Source: an optimization exercise on an open RTL-to-GDS flow (aim: a short achievable clock period and few clock cycles). Production flows keep margins and buffers that such runs may drop. No functional check of the RTL was part of any run shown here. No activity file was given, so power comes from the tool's default toggle rates.

[design/flow/config.mk]
export PLATFORM = sky130hd
export DESIGN_NAME = TinyMIPS
export DESIGN_NICKNAME = TinyMIPS
export VERILOG_FILES = /design/flow/design.v
export SDC_FILE = /design/flow/constraint.sdc
export NUM_CORES = 4
export LEC_CHECK = 0
export CAP_MARGIN = 20
export CORE_MARGIN = 2
export CORE_UTILIZATION = 40
export SLEW_MARGIN = 20
[design/flow/constraint.sdc]
create_clock -name core_clock -period 7.0 [get_ports {clk}]
set_input_delay 1.4000 -clock core_clock [delete_from_list [all_inputs] [get_ports {clk}]]
set_output_delay 1.4000 -clock core_clock [all_outputs]
set_load 0.01 [all_outputs]
[design/flow/design.v]
`timescale 1ns / 1ps
module TinyMIPS(clk, rst, data_fromRAM, wrEn, addr_toRAM, data_toRAM);
	input clk, rst;
	output reg wrEn;
	input [15:0] data_fromRAM;
	output reg [15:0] data_toRAM;
	output reg [7:0] addr_toRAM;
	reg [15:0] RF [7:0];
	reg [7:0] ar;            
	reg       afetch;        
	reg       wr;            
	reg [15:0] dr;           
	reg [7:0] pcf;           
	reg       fv;
	reg [7:0] fpc;
	reg [1:0] qn;
	reg [15:0] q0i, q1i;
	reg [7:0] q0p, q1p;
	reg       q0t, q1t;
	reg       ev;
	reg [1:0] e_wc;          
	reg       e_alu, e_mul, e_ld, e_st, e_sh, e_beq, e_blt, e_bgt, e_pred;
	reg [2:0] ed, esA, esB, esC;
	reg       e_pA, e_pB, e_pC;  
	reg [15:0] eA, eB, eC;
	reg [7:0] e_pc1, e_pc2, e_tgt, e_tgt1;
	reg       memv, wbv;
	reg [2:0] memd, wbd;
	reg       m2v;
	reg [2:0] m2d;
	reg       smc_r;
	reg [7:0] smc_pc, smc_pc1;
	always @* begin
		addr_toRAM = ar;
		wrEn = wr;
		data_toRAM = dr;
	end
	wire [15:0] sum = eB + eC;
	wire sh_zero = (|eC[15:6]) | eC[4];
	wire [15:0] sh = sh_zero ? 16'd0 : (eC[5] ? (eB << eC[3:0]) : (eB >> eC[3:0]));
	wire [15:0] alu = e_sh ? sh : sum;
	wire e_wait = e_wc != 2'd0;
	wire ex_go = ev & ~e_wait & ~smc_r;
	wire ex_hold = ev & e_st & wr & (&ar);    
	wire ex_alu = ex_go & e_alu;
	wire ex_st = ex_go & e_st & ~ex_hold;
	wire ex_ld = ex_go & e_ld;
	wire ex_mem = ex_st | ex_ld;
	wire [7:0] sa = sum[7:0];
	wire taken = (e_beq & (eA == eB)) | (e_blt & (eA < eB)) | (e_bgt & (eA > eB));
	wire misp = ex_go & (e_beq | e_blt | e_bgt) & (taken != e_pred);
	wire mw1 = eB[0] & eC[0];
	wire mw2 = eB[1] & eC[0];
	wire mw3 = eB[0] & eC[1];
	wire mw4 = eB[2] & eC[0];
	wire mw5 = eB[1] & eC[1];
	wire mw6 = eB[0] & eC[2];
	wire mw7 = eB[3] & eC[0];
	wire mw8 = eB[2] & eC[1];
	wire mw9 = eB[1] & eC[2];
	wire mw10 = eB[0] & eC[3];
	wire mw11 = eB[4] & eC[0];
	wire mw12 = eB[3] & eC[1];
	wire mw13 = eB[2] & eC[2];
	wire mw14 = eB[1] & eC[3];
	wire mw15 = eB[0] & eC[4];
	wire mw16 = eB[5] & eC[0];
	wire mw17 = eB[4] & eC[1];
	wire mw18 = eB[3] & eC[2];
	wire mw19 = eB[2] & eC[3];
	wire mw20 = eB[1] & eC[4];
	wire mw21 = eB[0] & eC[5];
	wire mw22 = eB[6] & eC[0];
	wire mw23 = eB[5] & eC[1];
	wire mw24 = eB[4] & eC[2];
	wire mw25 = eB[3] & eC[3];
	wire mw26 = eB[2] & eC[4];
	wire mw27 = eB[1] & eC[5];
	wire mw28 = eB[0] & eC[6];
	wire mw29 = eB[7] & eC[0];
	wire mw30 = eB[6] & eC[1];
	wire mw31 = eB[5] & eC[2];
	wire mw32 = eB[4] & eC[3];
	wire mw33 = eB[3] & eC[4];
	wire mw34 = eB[2] & eC[5];
	wire mw35 = eB[1] & eC[6];
	wire mw36 = eB[0] & eC[7];
	wire mw37 = eB[8] & eC[0];
	wire mw38 = eB[7] & eC[1];
	wire mw39 = eB[6] & eC[2];
	wire mw40 = eB[5] & eC[3];
	wire mw41 = eB[4] & eC[4];
	wire mw42 = eB[3] & eC[5];
	wire mw43 = eB[2] & eC[6];
	wire mw44 = eB[1] & eC[7];
	wire mw45 = eB[0] & eC[8];
	wire mw46 = eB[9] & eC[0];
	wire mw47 = eB[8] & eC[1];
	wire mw48 = eB[7] & eC[2];
	wire mw49 = eB[6] & eC[3];
	wire mw50 = eB[5] & eC[4];
	wire mw51 = eB[4] & eC[5];
	wire mw52 = eB[3] & eC[6];
	wire mw53 = eB[2] & eC[7];
	wire mw54 = eB[1] & eC[8];
	wire mw55 = eB[0] & eC[9];
	wire mw56 = eB[10] & eC[0];
	wire mw57 = eB[9] & eC[1];
	wire mw58 = eB[8] & eC[2];
	wire mw59 = eB[7] & eC[3];
	wire mw60 = eB[6] & eC[4];
	wire mw61 = eB[5] & eC[5];
	wire mw62 = eB[4] & eC[6];
	wire mw63 = eB[3] & eC[7];
	wire mw64 = eB[2] & eC[8];
	wire mw65 = eB[1] & eC[9];
	wire mw66 = eB[0] & eC[10];
	wire mw67 = eB[11] & eC[0];
	wire mw68 = eB[10] & eC[1];
	wire mw69 = eB[9] & eC[2];
	wire mw70 = eB[8] & eC[3];
	wire mw71 = eB[7] & eC[4];
	wire mw72 = eB[6] & eC[5];
	wire mw73 = eB[5] & eC[6];
	wire mw74 = eB[4] & eC[7];
	wire mw75 = eB[3] & eC[8];
	wire mw76 = eB[2] & eC[9];
	wire mw77 = eB[1] & eC[10];
	wire mw78 = eB[0] & eC[11];
	wire mw79 = eB[12] & eC[0];
	wire mw80 = eB[11] & eC[1];
	wire mw81 = eB[10] & eC[2];
	wire mw82 = eB[9] & eC[3];
	wire mw83 = eB[8] & eC[4];
	wire mw84 = eB[7] & eC[5];
	wire mw85 = eB[6] & eC[6];
	wire mw86 = eB[5] & eC[7];
	wire mw87 = eB[4] & eC[8];
	wire mw88 = eB[3] & eC[9];
	wire mw89 = eB[2] & eC[10];
	wire mw90 = eB[1] & eC[11];
	wire mw91 = eB[0] & eC[12];
	wire mw92 = eB[13] & eC[0];
	wire mw93 = eB[12] & eC[1];
	wire mw94 = eB[11] & eC[2];
	wire mw95 = eB[10] & eC[3];
	wire mw96 = eB[9] & eC[4];
	wire mw97 = eB[8] & eC[5];
	wire mw98 = eB[7] & eC[6];
	wire mw99 = eB[6] & eC[7];
	wire mw100 = eB[5] & eC[8];
	wire mw101 = eB[4] & eC[9];
	wire mw102 = eB[3] & eC[10];
	wire mw103 = eB[2] & eC[11];
	wire mw104 = eB[1] & eC[12];
	wire mw105 = eB[0] & eC[13];
	wire mw106 = eB[14] & eC[0];
	wire mw107 = eB[13] & eC[1];
	wire mw108 = eB[12] & eC[2];
	wire mw109 = eB[11] & eC[3];
	wire mw110 = eB[10] & eC[4];
	wire mw111 = eB[9] & eC[5];
	wire mw112 = eB[8] & eC[6];
	wire mw113 = eB[7] & eC[7];
	wire mw114 = eB[6] & eC[8];
	wire mw115 = eB[5] & eC[9];
	wire mw116 = eB[4] & eC[10];
	wire mw117 = eB[3] & eC[11];
	wire mw118 = eB[2] & eC[12];
	wire mw119 = eB[1] & eC[13];
	wire mw120 = eB[0] & eC[14];
	wire mw121 = eB[15] & eC[0];
	wire mw122 = eB[14] & eC[1];
	wire mw123 = eB[13] & eC[2];
	wire mw124 = eB[12] & eC[3];
	wire mw125 = eB[11] & eC[4];
	wire mw126 = eB[10] & eC[5];
	wire mw127 = eB[9] & eC[6];
	wire mw128 = eB[8] & eC[7];
	wire mw129 = eB[7] & eC[8];
	wire mw130 = eB[6] & eC[9];
	wire mw131 = eB[5] & eC[10];
	wire mw132 = eB[4] & eC[11];
	wire mw133 = eB[3] & eC[12];
	wire mw134 = eB[2] & eC[13];
	wire mw135 = eB[1] & eC[14];
	wire mw136 = eB[0] & eC[15];
	wire mw137 = mw92 ^ mw93;
	wire mw138 = mw92 & mw93;
	wire mw139 = mw106 ^ mw107 ^ mw108;
	wire mw140 = (mw106 & mw107) | (mw106 & mw108) | (mw107 & mw108);
	wire mw141 = mw109 ^ mw110;
	wire mw142 = mw109 & mw110;
	wire mw143 = mw121 ^ mw122 ^ mw123;
	wire mw144 = (mw121 & mw122) | (mw121 & mw123) | (mw122 & mw123);
	wire mw145 = mw124 ^ mw125 ^ mw126;
	wire mw146 = (mw124 & mw125) | (mw124 & mw126) | (mw125 & mw126);
	wire mw147 = mw127 ^ mw128;
	wire mw148 = mw127 & mw128;
	wire mw149 = mw46 ^ mw47;
	wire mw150 = mw46 & mw47;
	wire mw151 = mw56 ^ mw57 ^ mw58;
	wire mw152 = (mw56 & mw57) | (mw56 & mw58) | (mw57 & mw58);
	wire mw153 = mw59 ^ mw60;
	wire mw154 = mw59 & mw60;
	wire mw155 = mw67 ^ mw68 ^ mw69;
	wire mw156 = (mw67 & mw68) | (mw67 & mw69) | (mw68 & mw69);
	wire mw157 = mw70 ^ mw71 ^ mw72;
	wire mw158 = (mw70 & mw71) | (mw70 & mw72) | (mw71 & mw72);
	wire mw159 = mw73 ^ mw74;
	wire mw160 = mw73 & mw74;
	wire mw161 = mw79 ^ mw80 ^ mw81;
	wire mw162 = (mw79 & mw80) | (mw79 & mw81) | (mw80 & mw81);
	wire mw163 = mw82 ^ mw83 ^ mw84;
	wire mw164 = (mw82 & mw83) | (mw82 & mw84) | (mw83 & mw84);
	wire mw165 = mw85 ^ mw86 ^ mw87;
	wire mw166 = (mw85 & mw86) | (mw85 & mw87) | (mw86 & mw87);
	wire mw167 = mw88 ^ mw89;
	wire mw168 = mw88 & mw89;
	wire mw169 = mw94 ^ mw95 ^ mw96;
	wire mw170 = (mw94 & mw95) | (mw94 & mw96) | (mw95 & mw96);
	wire mw171 = mw97 ^ mw98 ^ mw99;
	wire mw172 = (mw97 & mw98) | (mw97 & mw99) | (mw98 & mw99);
	wire mw173 = mw100 ^ mw101 ^ mw102;
	wire mw174 = (mw100 & mw101) | (mw100 & mw102) | (mw101 & mw102);
	wire mw175 = mw103 ^ mw104 ^ mw105;
	wire mw176 = (mw103 & mw104) | (mw103 & mw105) | (mw104 & mw105);
	wire mw177 = mw111 ^ mw112 ^ mw113;
	wire mw178 = (mw111 & mw112) | (mw111 & mw113) | (mw112 & mw113);
	wire mw179 = mw114 ^ mw115 ^ mw116;
	wire mw180 = (mw114 & mw115) | (mw114 & mw116) | (mw115 & mw116);
	wire mw181 = mw117 ^ mw118 ^ mw119;
	wire mw182 = (mw117 & mw118) | (mw117 & mw119) | (mw118 & mw119);
	wire mw183 = mw120 ^ mw139 ^ mw141;
	wire mw184 = (mw120 & mw139) | (mw120 & mw141) | (mw139 & mw141);
	wire mw185 = mw129 ^ mw130 ^ mw131;
	wire mw186 = (mw129 & mw130) | (mw129 & mw131) | (mw130 & mw131);
	wire mw187 = mw132 ^ mw133 ^ mw134;
	wire mw188 = (mw132 & mw133) | (mw132 & mw134) | (mw133 & mw134);
	wire mw189 = mw135 ^ mw136 ^ mw143;
	wire mw190 = (mw135 & mw136) | (mw135 & mw143) | (mw136 & mw143);
	wire mw191 = mw145 ^ mw147 ^ mw140;
	wire mw192 = (mw145 & mw147) | (mw145 & mw140) | (mw147 & mw140);
	wire mw193 = mw22 ^ mw23;
	wire mw194 = mw22 & mw23;
	wire mw195 = mw29 ^ mw30 ^ mw31;
	wire mw196 = (mw29 & mw30) | (mw29 & mw31) | (mw30 & mw31);
	wire mw197 = mw32 ^ mw33;
	wire mw198 = mw32 & mw33;
	wire mw199 = mw37 ^ mw38 ^ mw39;
	wire mw200 = (mw37 & mw38) | (mw37 & mw39) | (mw38 & mw39);
	wire mw201 = mw40 ^ mw41 ^ mw42;
	wire mw202 = (mw40 & mw41) | (mw40 & mw42) | (mw41 & mw42);
	wire mw203 = mw43 ^ mw44;
	wire mw204 = mw43 & mw44;
	wire mw205 = mw48 ^ mw49 ^ mw50;
	wire mw206 = (mw48 & mw49) | (mw48 & mw50) | (mw49 & mw50);
	wire mw207 = mw51 ^ mw52 ^ mw53;
	wire mw208 = (mw51 & mw52) | (mw51 & mw53) | (mw52 & mw53);
	wire mw209 = mw54 ^ mw55 ^ mw149;
	wire mw210 = (mw54 & mw55) | (mw54 & mw149) | (mw55 & mw149);
	wire mw211 = mw61 ^ mw62 ^ mw63;
	wire mw212 = (mw61 & mw62) | (mw61 & mw63) | (mw62 & mw63);
	wire mw213 = mw64 ^ mw65 ^ mw66;
	wire mw214 = (mw64 & mw65) | (mw64 & mw66) | (mw65 & mw66);
	wire mw215 = mw151 ^ mw153 ^ mw150;
	wire mw216 = (mw151 & mw153) | (mw151 & mw150) | (mw153 & mw150);
	wire mw217 = mw75 ^ mw76 ^ mw77;
	wire mw218 = (mw75 & mw76) | (mw75 & mw77) | (mw76 & mw77);
	wire mw219 = mw78 ^ mw155 ^ mw157;
	wire mw220 = (mw78 & mw155) | (mw78 & mw157) | (mw155 & mw157);
	wire mw221 = mw159 ^ mw152 ^ mw154;
	wire mw222 = (mw159 & mw152) | (mw159 & mw154) | (mw152 & mw154);
	wire mw223 = mw90 ^ mw91 ^ mw161;
	wire mw224 = (mw90 & mw91) | (mw90 & mw161) | (mw91 & mw161);
	wire mw225 = mw163 ^ mw165 ^ mw167;
	wire mw226 = (mw163 & mw165) | (mw163 & mw167) | (mw165 & mw167);
	wire mw227 = mw156 ^ mw158 ^ mw160;
	wire mw228 = (mw156 & mw158) | (mw156 & mw160) | (mw158 & mw160);
	wire mw229 = mw137 ^ mw169 ^ mw171;
	wire mw230 = (mw137 & mw169) | (mw137 & mw171) | (mw169 & mw171);
	wire mw231 = mw173 ^ mw175 ^ mw162;
	wire mw232 = (mw173 & mw175) | (mw173 & mw162) | (mw175 & mw162);
	wire mw233 = mw164 ^ mw166 ^ mw168;
	wire mw234 = (mw164 & mw166) | (mw164 & mw168) | (mw166 & mw168);
	wire mw235 = mw138 ^ mw177 ^ mw179;
	wire mw236 = (mw138 & mw177) | (mw138 & mw179) | (mw177 & mw179);
	wire mw237 = mw181 ^ mw183 ^ mw170;
	wire mw238 = (mw181 & mw183) | (mw181 & mw170) | (mw183 & mw170);
	wire mw239 = mw172 ^ mw174 ^ mw176;
	wire mw240 = (mw172 & mw174) | (mw172 & mw176) | (mw174 & mw176);
	wire mw241 = mw142 ^ mw185 ^ mw187;
	wire mw242 = (mw142 & mw185) | (mw142 & mw187) | (mw185 & mw187);
	wire mw243 = mw189 ^ mw191 ^ mw178;
	wire mw244 = (mw189 & mw191) | (mw189 & mw178) | (mw191 & mw178);
	wire mw245 = mw180 ^ mw182 ^ mw184;
	wire mw246 = (mw180 & mw182) | (mw180 & mw184) | (mw182 & mw184);
	wire mw247 = mw11 ^ mw12;
	wire mw248 = mw11 & mw12;
	wire mw249 = mw16 ^ mw17 ^ mw18;
	wire mw250 = (mw16 & mw17) | (mw16 & mw18) | (mw17 & mw18);
	wire mw251 = mw19 ^ mw20;
	wire mw252 = mw19 & mw20;
	wire mw253 = mw24 ^ mw25 ^ mw26;
	wire mw254 = (mw24 & mw25) | (mw24 & mw26) | (mw25 & mw26);
	wire mw255 = mw27 ^ mw28 ^ mw193;
	wire mw256 = (mw27 & mw28) | (mw27 & mw193) | (mw28 & mw193);
	wire mw257 = mw34 ^ mw35 ^ mw36;
	wire mw258 = (mw34 & mw35) | (mw34 & mw36) | (mw35 & mw36);
	wire mw259 = mw195 ^ mw197 ^ mw194;
	wire mw260 = (mw195 & mw197) | (mw195 & mw194) | (mw197 & mw194);
	wire mw261 = mw45 ^ mw199 ^ mw201;
	wire mw262 = (mw45 & mw199) | (mw45 & mw201) | (mw199 & mw201);
	wire mw263 = mw203 ^ mw196 ^ mw198;
	wire mw264 = (mw203 & mw196) | (mw203 & mw198) | (mw196 & mw198);
	wire mw265 = mw205 ^ mw207 ^ mw209;
	wire mw266 = (mw205 & mw207) | (mw205 & mw209) | (mw207 & mw209);
	wire mw267 = mw200 ^ mw202 ^ mw204;
	wire mw268 = (mw200 & mw202) | (mw200 & mw204) | (mw202 & mw204);
	wire mw269 = mw211 ^ mw213 ^ mw215;
	wire mw270 = (mw211 & mw213) | (mw211 & mw215) | (mw213 & mw215);
	wire mw271 = mw206 ^ mw208 ^ mw210;
	wire mw272 = (mw206 & mw208) | (mw206 & mw210) | (mw208 & mw210);
	wire mw273 = mw217 ^ mw219 ^ mw221;
	wire mw274 = (mw217 & mw219) | (mw217 & mw221) | (mw219 & mw221);
	wire mw275 = mw212 ^ mw214 ^ mw216;
	wire mw276 = (mw212 & mw214) | (mw212 & mw216) | (mw214 & mw216);
	wire mw277 = mw223 ^ mw225 ^ mw227;
	wire mw278 = (mw223 & mw225) | (mw223 & mw227) | (mw225 & mw227);
	wire mw279 = mw218 ^ mw220 ^ mw222;
	wire mw280 = (mw218 & mw220) | (mw218 & mw222) | (mw220 & mw222);
	wire mw281 = mw229 ^ mw231 ^ mw233;
	wire mw282 = (mw229 & mw231) | (mw229 & mw233) | (mw231 & mw233);
	wire mw283 = mw224 ^ mw226 ^ mw228;
	wire mw284 = (mw224 & mw226) | (mw224 & mw228) | (mw226 & mw228);
	wire mw285 = mw235 ^ mw237 ^ mw239;
	wire mw286 = (mw235 & mw237) | (mw235 & mw239) | (mw237 & mw239);
	wire mw287 = mw230 ^ mw232 ^ mw234;
	wire mw288 = (mw230 & mw232) | (mw230 & mw234) | (mw232 & mw234);
	wire mw289 = mw241 ^ mw243 ^ mw245;
	wire mw290 = (mw241 & mw243) | (mw241 & mw245) | (mw243 & mw245);
	wire mw291 = mw236 ^ mw238 ^ mw240;
	wire mw292 = (mw236 & mw238) | (mw236 & mw240) | (mw238 & mw240);
	wire [15:0] mq0 = {mw289, mw285, mw281, mw277, mw273, mw269, mw265, mw261, mw257, mw253, mw21, mw13, mw7, mw4, mw2, mw1};
	wire [15:0] mq1 = {mw291, mw287, mw283, mw279, mw275, mw271, mw267, mw263, mw259, mw255, mw249, mw14, mw8, mw5, mw3, 1'b0};
	wire [15:0] mq2 = {mw286, mw282, mw278, mw274, mw270, mw266, mw262, mw258, mw254, mw250, mw251, mw15, mw9, mw6, 1'b0, 1'b0};
	wire [15:0] mq3 = {mw288, mw284, mw280, mw276, mw272, mw268, mw264, mw260, mw256, mw252, mw248, mw247, mw10, 1'b0, 1'b0, 1'b0};
	reg [15:0] mr0, mr1, mr2, mr3;
	wire [15:0] ms1 = mr0 ^ mr1 ^ mr2;
	wire [15:0] mc1 = ((mr0 & mr1) | (mr0 & mr2) | (mr1 & mr2)) << 1;
	wire [15:0] ms2 = ms1 ^ mc1 ^ mr3;
	wire [15:0] mc2 = ((ms1 & mc1) | (ms1 & mr3) | (mc1 & mr3)) << 1;
	wire [15:0] mres = ms2 + mc2;
	wire [3:0] fop = data_fromRAM[15:12];
	wire f_pred = fv & (fop == 4'd8 || fop == 4'd9 || fop == 4'd10) & data_fromRAM[5];
	wire [7:0] f_tgt = fpc + {{2{data_fromRAM[5]}}, data_fromRAM[5:0]};
	wire [7:0] f_tgt1 = fpc + {{2{data_fromRAM[5]}}, data_fromRAM[5:0]} + 8'd1;
	wire d_valid = (qn != 2'd0) | fv;
	wire [15:0] di = (qn != 2'd0) ? q0i : data_fromRAM;
	wire [7:0] dp = (qn != 2'd0) ? q0p : fpc;
	wire d_pred = (qn != 2'd0) ? q0t : f_pred;
	wire [3:0] op = di[15:12];
	wire [2:0] sA = di[11:9], sB = di[8:6], sC = di[5:3];
	wire is_add = op == 4'd0, is_addi = op == 4'd1, is_mul = op == 4'd2, is_srl = op == 4'd3;
	wire is_ld = op == 4'd4, is_st = op == 4'd5, is_cp = op == 4'd6, is_cpi = op == 4'd7;
	wire is_beq = op == 4'd8, is_blt = op == 4'd9, is_bgt = op == 4'd10;
	wire useA = is_st | is_beq | is_blt | is_bgt;
	wire useB = ~is_cpi & (op <= 4'd10);
	wire useC = is_add | is_mul | is_srl;
	wire [15:0] rA = (ex_alu && ed == sA) ? alu : (m2v && m2d == sA) ? mres : (wbv && wbd == sA) ? data_fromRAM : RF[sA];
	wire [15:0] rB = (ex_alu && ed == sB) ? alu : (m2v && m2d == sB) ? mres : (wbv && wbd == sB) ? data_fromRAM : RF[sB];
	wire [15:0] rC = (ex_alu && ed == sC) ? alu : (m2v && m2d == sC) ? mres : (wbv && wbd == sC) ? data_fromRAM : RF[sC];
	wire lA = ev & e_ld & (ed == sA), lB = ev & e_ld & (ed == sB), lC = ev & e_ld & (ed == sC);
	wire oA = (ev & e_mul & (ed == sA)) | (memv & (memd == sA) & ~(ex_alu & (ed == sA)));
	wire oB = (ev & e_mul & (ed == sB)) | (memv & (memd == sB) & ~(ex_alu & (ed == sB)));
	wire oC = (ev & e_mul & (ed == sC)) | (memv & (memd == sC) & ~(ex_alu & (ed == sC)));
	wire w2 = (useA & lA) | (useB & lB) | (useC & lC);
	wire w1 = (useA & oA) | (useB & oB) | (useC & oC);
	wire smc = ex_st & (((qn != 2'd0) & (q0p == sa)) | ((qn == 2'd2) & (q1p == sa)) |
	                    (fv & (fpc == sa)) | (afetch & (ar == sa)));
	wire misp_k = misp & ~smc_r;
	wire flush = misp_k | smc_r;
	wire ex_free = ~(ev & (e_wait | ex_hold));
	wire cons = d_valid & ex_free;
	wire pred_redir = f_pred & ~flush;
	wire fv_next = afetch & ~flush & ~pred_redir;
	reg [1:0] qn_next;
	always @* begin
		if (flush) qn_next = 2'd0;
		else qn_next = qn + {1'b0, fv} - {1'b0, cons};
	end
	wire fetch = ~ex_mem & ((qn_next == 2'd0) | ((qn_next == 2'd1) & ~fv_next));
	wire [7:0] redir = smc_r ? smc_pc : (taken ? e_tgt : e_pc1);
	wire [7:0] redir1 = smc_r ? smc_pc1 : (taken ? e_tgt1 : e_pc2);
	wire [7:0] fa = flush ? redir : (pred_redir ? f_tgt : pcf);
	wire [7:0] fa1 = flush ? redir1 : (pred_redir ? f_tgt1 : pcf + 8'd1);
	always @(posedge clk) begin
		if (ex_alu) RF[ed] <= alu;
		if (m2v && !(ex_alu && ed == m2d)) RF[m2d] <= mres;
		if (wbv && !(ex_alu && ed == wbd) && !(m2v && m2d == wbd)) RF[wbd] <= data_fromRAM;
		fpc <= ar;
		memd <= ed;
		wbd <= memd;
		m2d <= ed;
		mr0 <= mq0;
		mr1 <= mq1;
		mr2 <= mq2;
		mr3 <= mq3;
		dr <= eA;
		ar <= ex_mem ? sa : fa;
		smc_pc <= e_pc1;
		smc_pc1 <= e_pc2;
		if (qn == 2'd0 || (qn == 2'd1 && cons)) begin
			q0i <= data_fromRAM; q0p <= fpc; q0t <= f_pred;
		end
		else if (qn == 2'd2 && cons) begin
			q0i <= q1i; q0p <= q1p; q0t <= q1t;
		end
		if (!(qn == 2'd2 && !cons)) begin
			q1i <= data_fromRAM; q1p <= fpc; q1t <= f_pred;
		end
		if (ex_free) begin
			e_alu <= is_add | is_addi | is_srl | is_cp | is_cpi;
			e_mul <= is_mul;
			e_ld <= is_ld;
			e_st <= is_st;
			e_sh <= is_srl;
			e_beq <= is_beq;
			e_blt <= is_blt;
			e_bgt <= is_bgt;
			e_pred <= d_pred;
			ed <= sA;
			esA <= sA;
			esB <= sB;
			esC <= sC;
			e_pA <= useA & (lA | oA);
			e_pB <= useB & (lB | oB);
			e_pC <= useC & (lC | oC);
			eA <= rA;
			eB <= is_cpi ? {7'd0, di[8:0]} : rB;
			eC <= useC ? rC : is_addi ? {{10{di[5]}}, di[5:0]} : (is_ld | is_st) ? {10'd0, di[5:0]} : 16'd0;
			e_pc1 <= dp + 8'd1;
			e_pc2 <= dp + 8'd2;
			e_tgt <= dp + {{2{di[5]}}, di[5:0]};
			e_tgt1 <= dp + {{2{di[5]}}, di[5:0]} + 8'd1;
		end
		else if (e_wait) begin
			if (e_pA) begin
				if (m2v && m2d == esA) eA <= mres; else if (wbv && wbd == esA) eA <= data_fromRAM;
			end
			if (e_pB) begin
				if (m2v && m2d == esB) eB <= mres; else if (wbv && wbd == esB) eB <= data_fromRAM;
			end
			if (e_pC) begin
				if (m2v && m2d == esC) eC <= mres; else if (wbv && wbd == esC) eC <= data_fromRAM;
			end
		end
		if (rst) begin
			ar <= 8'd0;
			afetch <= 1'b1;
			wr <= 1'b0;
			pcf <= 8'd1;
			fv <= 1'b0;
			qn <= 2'd0;
			ev <= 1'b0;
			e_wc <= 2'd0;
			memv <= 1'b0;
			wbv <= 1'b0;
			m2v <= 1'b0;
			smc_r <= 1'b0;
		end
		else begin
			wr <= ex_st;
			afetch <= fetch;
			fv <= fv_next;
			qn <= qn_next;
			if (smc) pcf <= e_pc1;
			else if (fetch) pcf <= fa1;
			else pcf <= fa;
			if (ex_free | smc_r) begin
				ev <= cons & ~flush;
				e_wc <= (cons & ~flush) ? (w2 ? 2'd2 : w1 ? 2'd1 : 2'd0) : 2'd0;
			end
			else if (e_wait)
				e_wc <= e_wc - 2'd1;
			memv <= ex_ld;
			wbv <= memv & ~(ex_alu && ed == memd);
			m2v <= ex_go & e_mul;
			smc_r <= smc;
		end
	end
endmodule
[design/flow/run.sh]
#!/bin/bash
# synth_recipe.tcl (not shown) runs the flow's synth.tcl, then flattens the netlist and writes it again
# the make line also repeats each setting of config.mk as NAME=value (left out here)
make -C /OpenROAD-flow-scripts/flow DESIGN_CONFIG=/design/flow/config.mk WORK_HOME=/design/flow/orfs CLKGATE_MAP_FILE= SYNTH_SCRIPT=/design/flow/synth_recipe.tcl finish
==> results of run 1 <==
flip-flops by register name, summed over array words and instances, names as in the netlist, 13 cells and up:
name / count
mr1: 15
mr2: 14
mr0: 16
q0i: 16
mr3: 13
RF: 128
q1i: 16
eA: 16
eB: 16
eC: 16
dr: 16
layout make-up:
cell class | count | area [um^2]
fillers | 7342 | 42200
multi-input cells | 2753 | 18040
flip-flops and latches | 411 | 11020
clock buffers | 58 | 1333
well taps | 1030 | 1289
repair buffers | 147 | 1216
inverters | 120 | 451.7
clock inverters | 34 | 396.6
diodes | 2 | 5.005
worst paths after layout:
| path | from | end | cells after the start | slack, ns |
|---|---|---|---|---|
| hold reg to reg | e_pc2[3]$_DFFE_PN_ | smc_pc1[3]$_DFF_P_ | 0 | 0.36 |
| setup reg to reg | eC[0]$_DFFE_PP_ | eA[14]$_DFFE_PP_ | 12 | 2.03 |
| hold / removal | e_pc2[3]$_DFFE_PN_ | smc_pc1[3]$_DFF_P_ | 0 | 0.36 |
| setup / recovery | eC[0]$_DFFE_PP_ | eA[14]$_DFFE_PP_ | 12 | 2.03 |
report_power, final:
group,switching [mW],internal [mW]
logic,7.18,4.15
registers,0.788,3.75
clock network,1.15,1.63
synthesized netlist by cell type, drive strengths merged (5+ instances only):
cell type / n / area [um^2]
o21bai: 7 / 52.55
a221oi: 5 / 43.79
fa: 84 / 1682
inv: 118 / 442.9
or4: 6 / 45.04
nand2: 759 / 2849
nor3: 47 / 245.2
a311o: 10 / 100.1
a31o: 6 / 52.55
nor2b: 19 / 126.4
nand2b: 17 / 106.4
a22oi: 8 / 60.06
mux2i: 142 / 1499
o31ai: 7 / 52.55
buf: 86 / 445.4
nor2: 254 / 953.4
nand3: 143 / 715.7
a31oi: 72 / 450.4
or2: 10 / 62.56
a211o: 22 / 192.7
clkbuf: 219 / 822.0
nor4: 9 / 81.33
a21boi: 10 / 75.07
o21ai: 214 / 1071
a211oi: 46 / 345.3
o211ai: 31 / 232.7
xnor2: 122 / 1076
edfxtp: 279 / 8378
o21a: 10 / 75.07
ha: 78 / 975.9
o22ai: 28 / 175.2
and2: 73 / 459.2
mux4: 21 / 473.0
or3: 6 / 37.54
a311oi: 49 / 429.2
xor2: 41 / 359.1
and3: 74 / 462.9
a21oi: 177 / 885.9
dfxtp: 132 / 2643
a21o: 14 / 105.1
nand4: 18 / 112.6
mux2: 44 / 495.5
cells by family (layout without fill, tap and decap cells):
group / after synthesis / in the layout
adder cells (fa/ha/maj): 163 / 163
other: 0 / 2
AO/OA/AOI/OAI: 764 / 764
multiplexers: 207 / 207
flip-flops: 411 / 411
buffers and inverters: 425 / 359
AND/OR/NAND/NOR: 1452 / 1452
XOR/XNOR: 167 / 167
per-layer routing:
metal  track usage  part of all wire
met4        0.1244             0.046
met1        0.4005              0.42
met5             0                 0
met2        0.4372              0.44
met3       0.04439             0.098
critical path, delay by kind of cell, from the launching register on:
family                     cells  cell delay (ns)
AOI/OAI and AO/OA              5             1.62
adders and majority gates      2             0.75
buffers and inverters          1             0.30
DFF                            1             0.39
and+or+nand+nor                4             1.64
stage by stage:
step             util  instance area (um^2)  worst slack (ns)  instances  hold slack, ns
2_1_floorplan       -                 30660             3.138       3589          0.3290
3_3_place_gp   0.4212                 31990             1.637       4459          0.3450
3_5_place_dp   0.4213                 32000             1.563       4460          0.3507
4_1_cts        0.4441                 33730             2.119       4552          0.3645
5_1_grt        0.4443                 33750             1.766       4553          0.3767
6_report       0.4444                 33750             2.029       4555          0.3647
==> out/metrics.yaml, run 1 <==
sta:
  slew_violations: 0
  fin_worst_skew_ns: 0.02053
  worst_slew_margin_relative_to_its_limit: 0.1881
  finalCritPeriodShare: 0.7102
  worst_pin_slew_ns: 1.218
  grt_setup_unrepaired: "false"
  achievable-frequency_mhz: 201.2
  hold_violations: 0
  setup_viol: 0
  fin_tns_setup_ns: 0
  period_needed_ns: 4.971
power:
  powerDensity_nw_per_um2: 552.3
  peakVddDrop_mv: 0.2971
  power.total_mw: 18.64
  power.static_leakage_nw: 13.77
floorplanning:
  placeable_core_region_um2: 75950
  chipHeight_um: 280.9
  die-width_um: 280.9
  fp-row-count: 101
  die_area_um2: 78880
  floorplan.initialDensity: 0.4037
  io-pin-count: 43
logic_synthesis:
  synthMuxAreaShare: 0.08048
  synthArstFlopShare: 0
  synth.lib_cells_used.distinct: 92
  synth-seq-cells: 411
  yosys.area_share.adder: 0.08701
  synth_xor_area_frac: 0.04975
  syn-num-nets: 3769
  synth_warnings: 1
  synth_simple_gate_area_share: 0.2087
  largest_family_of_logic_cells_by_synthesized_area: "simple AND/OR/NAND/NOR gates"
  syn-mean-instance-area_um2: 8.543
  synth_compound_gate_area_share: 0.1586
  ys_seq_area_frac: 0.3595
  synth.cell_area_um2: 30660
  synth_edf_count: 279
  ys_dominant_reg_cell: "edfxtp_1"
  postSynthCellCount: 3589
worst_hold_path:
  hold_path_class: "reg2reg"
cts:
  post_cts_hold_fix_bufs: 0
  post_cts_resized: 0
  post-cts-setup-buffer-count: 0
  clock_latency_ns: 0.62
  tritoncts: "built"
  numCtsBuffers: 49
  htreeDepth: 2
  root_buffer: "clkbuf_16"
  cts.sink_count: 411
  clock_tree.buffer_depth: 3
  cts.clk_slew.worst_paths_ns: 0.06
layout:
  final_cell_mix: "nand2_1, edfxtp_1, nor2_1"
  number_of_nets_in_the_layout: 3662
  ratio_of_cells_with_drive_above_1_in_the_final_layout: 0.08686
  area_growth_pct: 10.08
  layout.cells.most_common: "nand2_1"
place:
  hpwl_mm: 78.16
  port_buffers: 42
  weighted_congestion_reported_at_the_end_of_routability_driven_placement: 0.9458
global_routing:
  global_route_wire_length_before_repair_mm: 169.2
  globalRouteTotalUtil: 0.2861
  grt_max_degree: 67
  number_of_global_route_vias_before_repair: 25320
  grt.overflow.total: 0
  antenna_found_initial: 0
setup_path:
  largest_driver_fanout_on_the_critical_path: 36
  worst_setup_start_kind: "register"
  cpMaxStageDelayCell: "nor3_1"
  critical-path-max-stage-delay_ns: 0.71
  crit_path_category: "reg2reg"
  setup.worst_path.end_class: "register"
  critical_path_required_ns: 7.34
  crit_arrival_ns: 5.31
  cell_chain_critical_path: "buf_4 -> ha_1 -> fa_1 -> a211oi_1 -> o21bai_1 -> a2111o_1 -> nand2_1 -> o211ai_1 -> nand4_1 -> nand3_1 -> nor3_1 -> o22ai_1"
routing:
  routed_wl_mm: 114.3
  post_drt_wl_per_cell_um: 25.10
  drt-pass1-iter-count: 7
  dr_total_vias: 27410
  final_antenna_net_count: 0
  initialDrtViolationCount: 3727
  viasPerCell: 6.018
  drc: 0
run_status:
  result_of_the_run: "no timing/DRC/antenna violations"
run:
  maxCapViolations: 0
==> run 2: changes to the inputs <==
--- a/design/flow/design.v
+++ b/design/flow/design.v
@@ -29,4 +29,9 @@
 	reg       m2v;
 	reg [2:0] m2d;
+	reg [3:0] bv;
+	reg [7:0] bpc0, bpc1, bpc2, bpc3, btg0, btg1, btg2, btg3, btp0, btp1, btp2, btp3;
+	reg [1:0] bptr;
+	reg       f_btb, q0b, q1b, e_btb;
+	reg [7:0] e_pc;
 	reg       smc_r;
 	reg [7:0] smc_pc, smc_pc1;
@@ -49,5 +54,6 @@
 	wire [7:0] sa = sum[7:0];
 	wire taken = (e_beq & (eA == eB)) | (e_blt & (eA < eB)) | (e_bgt & (eA > eB));
-	wire misp = ex_go & (e_beq | e_blt | e_bgt) & (taken != e_pred);
+	wire e_br = e_beq | e_blt | e_bgt;
+	wire misp = ex_go & (e_br ? (taken != e_pred) : e_pred);
 	wire mw1 = eB[0] & eC[0];
 	wire mw2 = eB[1] & eC[0];
@@ -353,5 +359,10 @@
 	wire [15:0] mres = ms2 + mc2;
 	wire [3:0] fop = data_fromRAM[15:12];
-	wire f_pred = fv & (fop == 4'd8 || fop == 4'd9 || fop == 4'd10) & data_fromRAM[5];
+	wire f_stat = fv & (fop == 4'd8 || fop == 4'd9 || fop == 4'd10) & data_fromRAM[5] & ~f_btb;
+	wire f_pred = f_stat | (fv & f_btb);
+	wire [3:0] bh = {bv[3] & (bpc3 == ar), bv[2] & (bpc2 == ar), bv[1] & (bpc1 == ar), bv[0] & (bpc0 == ar)};
+	wire bhit = afetch & (|bh);
+	wire [7:0] bt = ({8{bh[0]}} & btg0) | ({8{bh[1]}} & btg1) | ({8{bh[2]}} & btg2) | ({8{bh[3]}} & btg3);
+	wire [7:0] bt1 = ({8{bh[0]}} & btp0) | ({8{bh[1]}} & btp1) | ({8{bh[2]}} & btp2) | ({8{bh[3]}} & btp3);
 	wire [7:0] f_tgt = fpc + {{2{data_fromRAM[5]}}, data_fromRAM[5:0]};
 	wire [7:0] f_tgt1 = fpc + {{2{data_fromRAM[5]}}, data_fromRAM[5:0]} + 8'd1;
@@ -360,4 +371,5 @@
 	wire [7:0] dp = (qn != 2'd0) ? q0p : fpc;
 	wire d_pred = (qn != 2'd0) ? q0t : f_pred;
+	wire d_btb = (qn != 2'd0) ? q0b : f_btb;
 	wire [3:0] op = di[15:12];
 	wire [2:0] sA = di[11:9], sB = di[8:6], sC = di[5:3];
@@ -383,5 +395,5 @@
 	wire ex_free = ~(ev & (e_wait | ex_hold));
 	wire cons = d_valid & ex_free;
-	wire pred_redir = f_pred & ~flush;
+	wire pred_redir = f_stat & ~flush;
 	wire fv_next = afetch & ~flush & ~pred_redir;
 	reg [1:0] qn_next;
@@ -393,6 +405,8 @@
 	wire [7:0] redir = smc_r ? smc_pc : (taken ? e_tgt : e_pc1);
 	wire [7:0] redir1 = smc_r ? smc_pc1 : (taken ? e_tgt1 : e_pc2);
-	wire [7:0] fa = flush ? redir : (pred_redir ? f_tgt : pcf);
-	wire [7:0] fa1 = flush ? redir1 : (pred_redir ? f_tgt1 : pcf + 8'd1);
+	wire [7:0] fa = flush ? redir : (pred_redir ? f_tgt : (bhit ? bt : pcf));
+	wire [7:0] fa1 = flush ? redir1 : (pred_redir ? f_tgt1 : (bhit ? bt1 : pcf + 8'd1));
+	wire b_ins = ex_go & e_br & taken & ~e_btb;
+	wire b_del = ex_go & e_br & ~taken & e_btb;
 	always @(posedge clk) begin
 		if (ex_alu) RF[ed] <= alu;
@@ -412,11 +426,20 @@
 		smc_pc1 <= e_pc2;
 		if (qn == 2'd0 || (qn == 2'd1 && cons)) begin
-			q0i <= data_fromRAM; q0p <= fpc; q0t <= f_pred;
+			q0i <= data_fromRAM; q0p <= fpc; q0t <= f_pred; q0b <= f_btb;
 		end
 		else if (qn == 2'd2 && cons) begin
-			q0i <= q1i; q0p <= q1p; q0t <= q1t;
+			q0i <= q1i; q0p <= q1p; q0t <= q1t; q0b <= q1b;
 		end
 		if (!(qn == 2'd2 && !cons)) begin
-			q1i <= data_fromRAM; q1p <= fpc; q1t <= f_pred;
+			q1i <= data_fromRAM; q1p <= fpc; q1t <= f_pred; q1b <= f_btb;
+		end
+		f_btb <= bhit;
+		if (b_ins) begin
+			case (bptr)
+			2'd0: begin bpc0 <= e_pc; btg0 <= e_tgt; btp0 <= e_tgt1; end
+			2'd1: begin bpc1 <= e_pc; btg1 <= e_tgt; btp1 <= e_tgt1; end
+			2'd2: begin bpc2 <= e_pc; btg2 <= e_tgt; btp2 <= e_tgt1; end
+			default: begin bpc3 <= e_pc; btg3 <= e_tgt; btp3 <= e_tgt1; end
+			endcase
 		end
 		if (ex_free) begin
@@ -430,4 +453,6 @@
 			e_bgt <= is_bgt;
 			e_pred <= d_pred;
+			e_btb <= d_btb;
+			e_pc <= dp;
 			ed <= sA;
 			esA <= sA;
@@ -469,4 +494,6 @@
 			m2v <= 1'b0;
 			smc_r <= 1'b0;
+			bv <= 4'd0;
+			bptr <= 2'd0;
 		end
 		else begin
@@ -488,4 +515,20 @@
 			m2v <= ex_go & e_mul;
 			smc_r <= smc;
+			if (b_ins) begin
+				bv[bptr] <= 1'b1;
+				bptr <= bptr + 2'd1;
+			end
+			if (b_del) begin
+				if (bpc0 == e_pc) bv[0] <= 1'b0;
+				if (bpc1 == e_pc) bv[1] <= 1'b0;
+				if (bpc2 == e_pc) bv[2] <= 1'b0;
+				if (bpc3 == e_pc) bv[3] <= 1'b0;
+			end
+			if (ex_st) begin
+				if (bpc0 == sa) bv[0] <= 1'b0;
+				if (bpc1 == sa) bv[1] <= 1'b0;
+				if (bpc2 == sa) bv[2] <= 1'b0;
+				if (bpc3 == sa) bv[3] <= 1'b0;
+			end
 		end
 	end
--- a/design/flow/config.mk
+++ b/design/flow/config.mk
@@ -9,3 +9,4 @@
 export CORE_MARGIN = 2
 export CORE_UTILIZATION = 40
+export SETUP_SLACK_MARGIN = 4.2
 export SLEW_MARGIN = 20
==> run 2 against run 1 <==
Register-to-register slack improved by 1.1 ns. Global-route usage up 2.6 points. Largest cell class unchanged. Worst setup slack gained 1.1 ns. Sequential cell count increased by 113. Final cell count is 20% higher.
==> out/metrics.yaml, run 2 <==
sta:
  grt_setup_unrepaired: "true"
  achievable-frequency_mhz: 257.0
  fin_tns_setup_ns: 0
  setup_viol: 0
  fin_worst_skew_ns: 0.04170
  period_needed_ns: 3.892
  slew_violations: 0
  fin_worst_hold_slack_ns: 0.3638
  worst_slew_margin_relative_to_its_limit: 0.2608
  worst_pin_slew_ns: 1.109
  hold_violations: 0
  finalCritPeriodShare: 0.5559
routing:
  routed_wl_mm: 151.6
  drc: 0
  initialDrtViolationCount: 4606
  drt-pass1-iter-count: 9
  final_antenna_net_count: 0
  dr_total_vias: 34110
  viasPerCell: 6.242
  post_drt_wl_per_cell_um: 27.74
power:
  power.switching_mw: 12.55
  internal_power_mw: 14.73
  peakVddDrop_mv: 0.2761
  powerDensity_nw_per_um2: 568.7
  power_switching_share: 0.4601
  power.static_leakage_nw: 19.30
  clockPowerShare: 0.120
  proportion_of_power_drawn_by_flip_flops_and_latches: 0.204
  logic_gate_share_of_total_power: 0.676
logic_synthesis:
  synth_largest_area_cell: "edfxtp_1"
  yosys.area.top_type_share: 0.3217
  synth-seq-cells: 524
  synthArstFlopShare: 0
  synth.top_cells.by_area: "edfxtp_1, dfxtp_1, nand2_1"
  ys_seq_area_frac: 0.3992
  syn-num-nets: 4118
  syn-mean-instance-area_um2: 9.139
  synth_edf_count: 385
  synth.lib_cells_used.distinct: 96
  synth_warnings: 1
  ys_dominant_reg_cell: "edfxtp_1"
  ys_top_cells_by_count: "nand2_1, edfxtp_1, nor2_1, clkbuf_1, a21oi_1"
  postSynthCellCount: 3932
  synth_most_common_cell: "nand2_1"
  synth.cell_area_um2: 35930
cts:
  cts.sink_count: 524
  numCtsBuffers: 60
  cts.clk_slew.worst_paths_ns: 0.06
  tritoncts: "built"
  clock_tree.buffer_depth: 3
  htreeDepth: 2
  root_buffer: "clkbuf_16"
  post_cts_hold_fix_bufs: 0
  clock_latency_ns: 0.68
run:
  maxCapViolations: 0
setup_path:
  setup.worst_path.end_class: "register"
  crit_path_category: "reg2reg"
  largest_driver_fanout_on_the_critical_path: 7
  crit_arrival_ns: 4.25
  critical_path_required_ns: 7.36
  worst_setup_start_kind: "register"
layout:
  max_reg_flops: 128
  ratio_of_cells_with_drive_above_1_in_the_final_layout: 0.2824
  max_flop_register: "RF"
  number_of_nets_in_the_layout: 4433
  layout.cells.most_common: "nand2_1"
  final_cell_mix: "nand2_1, edfxtp_1, nor2_1"
  area_growth_pct: 33.49
floorplanning:
  chipHeight_um: 303.7
  floorplan.initialDensity: 0.4054
  die-width_um: 303.7
  placeable_core_region_um2: 88650
  io-pin-count: 43
  die_area_um2: 92250
  fp-row-count: 109
global_routing:
  grt_max_degree: 47
  globalRouteTotalUtil: 0.3118
  antenna_found_initial: 2
  number_of_global_route_vias_before_repair: 31960
  global_route_wire_length_before_repair_mm: 217.0
  grt.overflow.total: 0
place:
  port_buffers: 42
  hpwl_mm: 89.36
  weighted_congestion_reported_at_the_end_of_routability_driven_placement: 0.9385
worst_hold_path:
  hold_path_class: "reg2reg"
run_status:
  result_of_the_run: "no timing/DRC/antenna violations"
## run 2: cell types whose count changed in the layout (fill, tap and decap cells not counted), sizes merged, moves of 49 or more
cell / change
edfxtp: +106
a211oi: +49
xor2: +53
nor2: +101
nand2: -100
buf: +387
## run 2: metal layers
metal  share of wire  vias up  global-route usage
met5         0.00012        -            0.001034
met4           0.064        4              0.1685
met3            0.11      542             0.07819
met2            0.44     2266              0.4751
met1            0.38    16570              0.4075
li1                -    14730                   -
## run 2: per-stage QoR
stage                     setup slack [ns]  area [um^2]  instances  utilization  power [mW]
final                                3.108        47970       5465       0.5411       27.28
after global routing                 2.969        47970       5464       0.5411       28.25
after CTS                            3.199        46390       5382       0.5233       25.38
after detailed placement             1.576        37760       4909       0.4260       17.55
after global placement               1.588        37760       4909       0.4260       17.38
after floorplan                      3.363        36890       3932            -       13.98
## run 2: path summary, 6_finish.rpt
kind / from / end / slack (ns) / cells after the start
hold / removal: e_pc2[3]$_DFFE_PN_ / smc_pc1[3]$_DFF_P_ / 0.36 / 0
setup reg to reg: mr1[3]$_DFF_P_ / eC[15]$_DFFE_PP_ / 3.11 / 15
hold reg to reg: e_pc2[3]$_DFFE_PN_ / smc_pc1[3]$_DFF_P_ / 0.36 / 0
setup / recovery: mr1[3]$_DFF_P_ / eC[15]$_DFFE_PP_ / 3.11 / 15
## run 2: power groups by stage
stage / combinational, mW / sequential, mW / clock (mW)
floorplan: 8.86 / 5.12 / 0
global placement: 11.7 / 5.67 / 0
detailed placement: 11.9 / 5.68 / 0
CTS: 16.6 / 5.50 / 3.30
global route: 19.2 / 5.59 / 3.43
finish: 18.4 / 5.55 / 3.28
## run 2: cells by family after synthesis
group | Yosys count | synth area share
AO/OA/AOI/OAI | 866 | 0.1607
adder cells (fa/ha/maj) | 169 | 0.07632
XOR/XNOR | 260 | 0.06563
AND/OR/NAND/NOR | 1470 | 0.1830
flip-flops | 524 | 0.3992
multiplexers | 194 | 0.06400
buffers and inverters | 449 | 0.05118
## run 2: cell type report
| cell class | instances | area [um^2] |
|---|---|---|
| sequential | 524 | 14400 |
| antenna | 1 | 2.502 |
| inverter | 126 | 589.3 |
| timing repair inverter | 10 | 88.84 |
| tap | 1165 | 1458 |
| multi-input combinational | 2985 | 22870 |
| timing repair buffer | 540 | 6520 |
| fill | 7510 | 40680 |
| clock inverter | 43 | 436.7 |
| clock buffer | 71 | 1604 |
## run 2: critical path, stage by stage (launching register included)
cell      delay, ns
dfxtp_2        0.32
fa_1           0.50
fa_1           0.54
ha_2           0.20
inv_2          0.04
fa_2           0.34
nor2b_2        0.13
o21ai_2        0.07
a21boi_2       0.17
o211ai_1       0.18
a31oi_2        0.35
xnor2_2        0.18
buf_6          0.20
nor2_2         0.05
a211oi_2       0.19
o32ai_2        0.13
## run 2: repair_timing
action	in CTS	in global routing
setup endpoints to repair	698	485
gates cloned	67	8
buffers inserted	292	74
pin swaps	230	128
gates resized for setup	772	196
endpoints found under the hold margin	0	0
==> run 3: changes to the inputs <==
--- a/design/flow/config.mk
+++ b/design/flow/config.mk
@@ -9,4 +9,4 @@
 export CORE_MARGIN = 2
 export CORE_UTILIZATION = 40
-export SETUP_SLACK_MARGIN = 4.2
+export SETUP_SLACK_MARGIN = 4.5
 export SLEW_MARGIN = 20
==> run 3 against run 2 <==
Synthesized cell count unchanged. Sequential power about the same. Final cell count is 2.2% higher. Register-to-register slack improved by 0.07 ns. Largest cell class unchanged.
==> out/metrics.yaml, run 3 <==
layout:
  filler_cell_count: 7128
  area_growth_pct: 40.89
  stdcell_count: 5587
  number_of_nets_in_the_layout: 4553
  utilization: 0.5711
  final_area_um2: 50630
  layout.cells.most_common: "nand2_1"
  final_cell_mix: "nand2_1, edfxtp_1, buf_4"
  ratio_of_cells_with_drive_above_1_in_the_final_layout: 0.3398
  max_flop_register: "RF"
  max_reg_flops: 128
power:
  power.switching_mw: 13.45
  peakVddDrop_mv: 0.3264
  proportion_of_power_drawn_by_flip_flops_and_latches: 0.190
  internal_power_mw: 15.62
  powerDensity_nw_per_um2: 574.3
  power.total_mw: 29.08
  power.static_leakage_nw: 20.45
  clockPowerShare: 0.121
  power_switching_share: 0.4626
  logic_gate_share_of_total_power: 0.690
cts:
  cts.sink_count: 524
  numCtsBuffers: 66
  root_buffer: "clkbuf_16"
  clock_tree.buffer_depth: 3
  htreeDepth: 3
  clock_latency_ns: 0.65
  tritoncts: "built"
  cts.clk_slew.worst_paths_ns: 0.06
routing:
  drt-pass1-iter-count: 9
  routed_wl_mm: 161.5
  drc: 0
  final_antenna_net_count: 0
  viasPerCell: 6.342
  dr_total_vias: 35430
  post_drt_wl_per_cell_um: 28.90
  initialDrtViolationCount: 5368
sta:
  slew_violations: 0
  fin_worst_skew_ns: 0.02692
  final_critical_path_setup_slack_ns: 3.175
  worst_slew_margin_relative_to_its_limit: 0.3864
  worst_pin_slew_ns: 0.9126
  hold_violations: 0
  fin_worst_hold_slack_ns: 0.3693
  grt_setup_unrepaired: "true"
  fin_tns_setup_ns: 0
  period_needed_ns: 3.825
  finalCritPeriodShare: 0.5464
  setup_viol: 0
  achievable-frequency_mhz: 261.4
place:
  dp_worst_setup_slack_ns: 1.418
  placedInstanceArea_um2: 37960
  placed_cells: 4916
  hpwl_mm: 90.58
  weighted_congestion_reported_at_the_end_of_routability_driven_placement: 0.9485
  port_buffers: 42
worst_hold_path:
  hold_path_class: "reg2reg"
setup_path:
  crit_path_category: "reg2reg"
  crit_arrival_ns: 4.18
  setup.worst_path.end_class: "register"
  worst_setup_start_kind: "register"
  critical_path_required_ns: 7.36
  largest_driver_fanout_on_the_critical_path: 7
floorplanning:
  die-width_um: 303.7
  floorplan.initialDensity: 0.4054
  chipHeight_um: 303.7
  io-pin-count: 43
  placeable_core_region_um2: 88650
  fp-row-count: 109
  die_area_um2: 92250
global_routing:
  grt.overflow.total: 0
  global_route_wire_length_before_repair_mm: 224.8
  antenna_found_initial: 2
  number_of_global_route_vias_before_repair: 32880
  grt_max_degree: 66
  globalRouteTotalUtil: 0.3253
logic_synthesis:
  synth_most_common_cell: "nand2_1"
  synthArstFlopShare: 0
  ys_seq_area_frac: 0.3992
  synth_largest_area_cell: "edfxtp_1"
  synth_edf_count: 385
  ys_top_cells_by_count: "nand2_1, edfxtp_1, nor2_1, clkbuf_1, a21oi_1"
  postSynthCellCount: 3932
  synth.cell_area_um2: 35930
  synth.lib_cells_used.distinct: 96
  syn-num-nets: 4118
  ys_dominant_reg_cell: "edfxtp_1"
  syn-mean-instance-area_um2: 9.139
  synth.top_cells.by_area: "edfxtp_1, dfxtp_1, nand2_1"
  yosys.area.top_type_share: 0.3217
  synth-seq-cells: 524
  synth_warnings: 1
run_status:
  result_of_the_run: "no timing/DRC/antenna violations"
run:
  maxCapViolations: 0
-- run 3: worst max-delay path: stages (launching register included) --
cell and delay [ns]:
dfxtp_2 0.32, fa_1 0.48, fa_1 0.50, ha_2 0.20
inv_2 0.04, fa_2 0.35, nor2b_2 0.14, o21ai_2 0.09
a21boi_2 0.17, o211ai_1 0.15, a31oi_2 0.36, xnor2_2 0.18
buf_12 0.18, nor2_1 0.06, a211oi_2 0.21, o32ai_2 0.10
-- run 3: power by group through the flow --
stage,sequential [mW],combinational (mW),clock [mW]
finish,5.52,20.0,3.51
global route,5.56,20.8,3.63
CTS,5.47,17.1,3.51
detailed placement,5.60,12.2,0
global placement,5.59,12.0,0
floorplan,5.12,8.99,0
-- run 3: timing repair --
action / 4_1_cts / 5_1_grt
buffers inserted: 343 / 126
hold buffers: 0 / 0
gates resized for setup: 895 / 402
endpoints found under the setup margin: 694 / 536
pin swaps: 235 / 214
cloned: 64 / 15
-- run 3: kinds of logic after synthesis --
family,share of synthesized area
flops,0.3992
simple gates,0.1830
mux,0.06400
fa+ha+maj,0.07632
buf+inv,0.05118
compound gates,0.1607
xor+xnor,0.06563
-- run 3: metal layers --
| layer | global-route usage | wire [um] |
|---|---|---|
| met2 | 0.4874 | 69210 |
| met3 | 0.08217 | 20140 |
| met4 | 0.2044 | 13100 |
| met1 | 0.4206 | 59000 |
| met5 | 0 | 11 |
-- run 3: layout make-up --
type,instances,area [um^2],share of cell area
Timing Repair inverter,10,128.9,0.002546
Multi-Input combinational cell,2986,23960,0.4733
Clock buffer,84,1782,0.03519
Antenna cell,2,5.005,0.00009886
Sequential cell,524,14400,0.2845
Clock inverter,37,381.6,0.007538
Timing Repair Buffer,653,7850,0.1551
Inverter,126,660.6,0.01305
Tap cell,1165,1458,0.02879
-- run 3: worst paths after layout --
kind / startpoint / to / slack, ns / cells after the start
max: mr0[3]$_DFF_P_ / eB[15]$_DFFE_PP_ / 3.18 / 15
min: e_pc2[4]$_DFFE_PN_ / smc_pc1[4]$_DFF_P_ / 0.37 / 0
max reg2reg: mr0[3]$_DFF_P_ / eB[15]$_DFFE_PP_ / 3.18 / 15
min reg2reg: e_pc2[4]$_DFFE_PN_ / smc_pc1[4]$_DFF_P_ / 0.37 / 0

re-timing with driven ports:
In the flow no input, the clock included, has a driving cell. The finished layouts below were timed again as built, in two steps.
Step 1 (the two cells are an assumption about what drives the block):
set clk [get_ports {clk}]
set_driving_cell -lib_cell sky130_fd_sc_hd__clkbuf_16 $clk
set_driving_cell -lib_cell sky130_fd_sc_hd__buf_2 [delete_from_list [all_inputs] $clk]
Step 2 moves the port delays by t, midway between the first and last clock arrival at a register: inputs arrive t later, outputs are due t later. That takes back most of the time a late clock gives input paths.
Three values: ideal, step 1, step 2; two values: the first two.
| run | t, ns | setup slack, ns | hold WS [ns] | worst register clock-pin slew, ns | cell pins on the clock port's net |
|---|---|---|---|---|---|
| run 1 | 0.678 | 2.029 / 2.029 / 1.538 | 0.365 / 0.365 / 0.365 | 0.07 / 0.07 | 1 |
| run 2 | 0.722 | 3.108 / 3.108 / 2.903 | 0.364 / 0.364 / 0.364 | 0.07 / 0.07 | 1 |
| run 3 | 0.706 | 3.175 / 3.175 / 2.819 | 0.369 / 0.369 / 0.369 | 0.06 / 0.06 | 1 |
After both steps setup and hold are still met in every run listed. The setup slack of run 1, which loses most, moves by 0.000 ns with the drivers and by -0.491 ns with both steps.
